This is an optimization exercise on Yosys and OpenROAD, whose aim is small area, not a production implementation. Function was checked by simulation only, so behaviour that the tests miss may differ from the original. Power and IR drop assume default switching activity.

Design typing_test_top, start of the top module:
module typing_test_top(
        input wire clk,
        input wire rst,  
        input wire [3:0] rows,
        output wire [3:0] cols,
        output wire [3:0] Anode_Activate,
        output wire [6:0] LED_out,
        output wire SSD_Anode_Activate,
        output wire [6:0] SSD_LED_out
    );
clock: 160.0 ns
lec_check: 0
abc_area: 1
cap_margin: 0
core_margin: 2
core_utilization: 60
cts_buf_list: sky130_fd_sc_hd__clkbuf_4
cts_cluster_diameter: 50
cts_cluster_size: 8
slew_margin: 0
run.sh (not shown) runs the stock make flow with config.mk's settings and CLKGATE_MAP_FILE= SYNTH_SCRIPT=/design/flow/synth_recipe.tcl, a recipe that flattens the netlist after the stock synthesis.
The first run finished clean.
Then changed:
Settings changed: CAP_MARGIN 0 to 20, CTS_BUF_LIST sky130_fd_sc_hd__clkbuf_4 to sky130_fd_sc_hd__clkbuf_8, CTS_CLUSTER_DIAMETER 50 to 60, CTS_CLUSTER_SIZE 8 to 10, SLEW_MARGIN 0 to 20.
=> The new run produced a clean layout. Global-route usage stays flat. Worst setup slack gets better by 0.13 ns. Critical path depth does not change. Register-to-register slack gains 0.02 ns. Hold slack is about the same. Power went up by 5.8%. Synthesized area stays the same. Clock skew fell by 0.017 ns. Sequential power hardly moves.
Then changed:
Settings changed: CTS_BUF_LIST sky130_fd_sc_hd__clkbuf_8 to sky130_fd_sc_hd__clkbuf_4, CTS_CLUSTER_DIAMETER 60 to 50, CTS_CLUSTER_SIZE 10 to 8.
Result: The changed run completed with no timing, DRC or antenna violations. Wire length stays flat. Critical path depth does not change. Design area falls slightly. Power goes down by a few percent. Via count grows slightly. Combinational power hardly moves. Global-route usage hardly moves. Sequential power stays flat. Die area is unchanged.

---

05-26:
typing_test_top, a different RTL version from the one above (not shown whole).
Size in the first run: about 29 I/O pins.
==> flow/config.mk <==
export PLATFORM = sky130hd
export DESIGN_NAME = typing_test_top
export DESIGN_NICKNAME = typing_test_top
export VERILOG_FILES = /design/flow/design.v
export SDC_FILE = /design/flow/constraint.sdc
export NUM_CORES = 4
export LEC_CHECK = 0
export ABC_AREA = 0
export CAP_MARGIN = 20
export CORE_MARGIN = 2
export CORE_UTILIZATION = 70
export SLEW_MARGIN = 20
==> flow/constraint.sdc <==
create_clock -name core_clock -period 160.0 [get_ports {clk}]
set_input_delay 32.0000 -clock core_clock [delete_from_list [all_inputs] [get_ports {clk}]]
set_output_delay 32.0000 -clock core_clock [all_outputs]
set_load 0.01 [all_outputs]
standard.sh (not shown) runs the stock make flow with config.mk's settings and CLKGATE_MAP_FILE= SYNTH_SCRIPT=/design/flow/synth_recipe.tcl, a recipe that flattens the netlist after the stock synthesis.
==> flow/flow/run.sh <==
#!/bin/bash
# The standard layout (standard.sh), with two changes: the ports are buffered
# with the smallest buffer, and clock tree synthesis adds no dummy loads and
# builds its tree from clkbuf_8.
set -euo pipefail
export BUFFER_PORTS_ARGS="-buffer_cell sky130_fd_sc_hd__buf_1"
export CTS_ARGS="-sink_clustering_enable -repair_clock_nets -dont_use_dummy_load -buf_list sky130_fd_sc_hd__clkbuf_8"
bash standard.sh finish > standard.log 2>&1
Every stage of the flow completed for 05-26, and the final layout passed the timing, DRC and antenna checks.
Changes in 03-04 relative to 05-26:
- swapping 0 for 1 in ABC_AREA
- swapping 70 for 60 in CORE_UTILIZATION
==> comparison <==
- Delta (03-04 minus 05-26): power in sequential cells lost about 3%; post-detailed-route wirelength per cell lost 10%; cell depth of the worst setup path picked up an extra 3; cell count of the worst hold path picked up an extra 2.
- The run showing the smaller hold slack is 03-04.
- Final area ended up 0.87% higher on 03-04 than on 05-26.
- 03-04 vs 05-26 on total routing usage reported by global routing: 03-04 is the lower one.
- The via count of 03-04 was inferior to that of 05-26.
- Per the comparison of 03-04 with 05-26, share of total power in the clock network saw an increase; setup slack of the critical path after layout saw an increase; initial cell density of the core saw a decrease.

---

typing_test_top, a different RTL version from the one above (not shown whole).
Size in the first run: ~1200 cells after synthesis, about 29 I/O pins.
Settings: LEC_CHECK=0, ABC_AREA=0, CAP_MARGIN=20, CORE_MARGIN=2, CORE_UTILIZATION=60, SLEW_MARGIN=20; clock period 160.0 ns.
Scripts as last shown in full above: flow/flow/run.sh
Next try:
- ABC_AREA: 0 -> 1
Die area falls by a few percent.
Clock power barely changes.
Final cell count grows by roughly a tenth.
Final area goes down by a few percent.

## re-timing with driven ports
The results above use ideal ports. As a check the final layouts listed here were re-extracted and re-timed, cells and wires unchanged. Step 1 (the two cells are an assumption about what drives the block):
set clk [get_ports {clk}]
set_driving_cell -lib_cell sky130_fd_sc_hd__clkbuf_16 $clk
set_driving_cell -lib_cell sky130_fd_sc_hd__buf_2 [delete_from_list [all_inputs] $clk]
Step 2 moves the port delays by t, midway between the first and last clock arrival at a register: inputs arrive t later, outputs are due t later. That takes back most of the time a late clock gives input paths. Three values: ideal ports, drivers, drivers and shift; two values: the first two.
| run | t (ns) | setup slack, ns | pins driven straight from the clock port |
|---|---|---|---|
| the first run of note 1 | 0.716 | 123.751 / 123.705 / 124.421 | 1 |
| the second run of note 1 | 0.565 | 123.881 / 123.833 / 124.398 | 1 |
| the third run of note 1 | 0.718 | 123.771 / 123.726 / 124.444 | 1 |
| 05-26 | 0.484 | 124.367 / 124.330 / 124.814 | 1 |
| 03-04 | 0.500 | 124.488 / 124.444 / 124.945 | 1 |
| the first run of note 3 | 0.493 | 124.005 / 123.963 / 124.456 | 1 |
| the second run of note 3 | 0.508 | 124.659 / 124.615 / 125.123 | 1 |
After both steps every run listed still meets setup and hold.
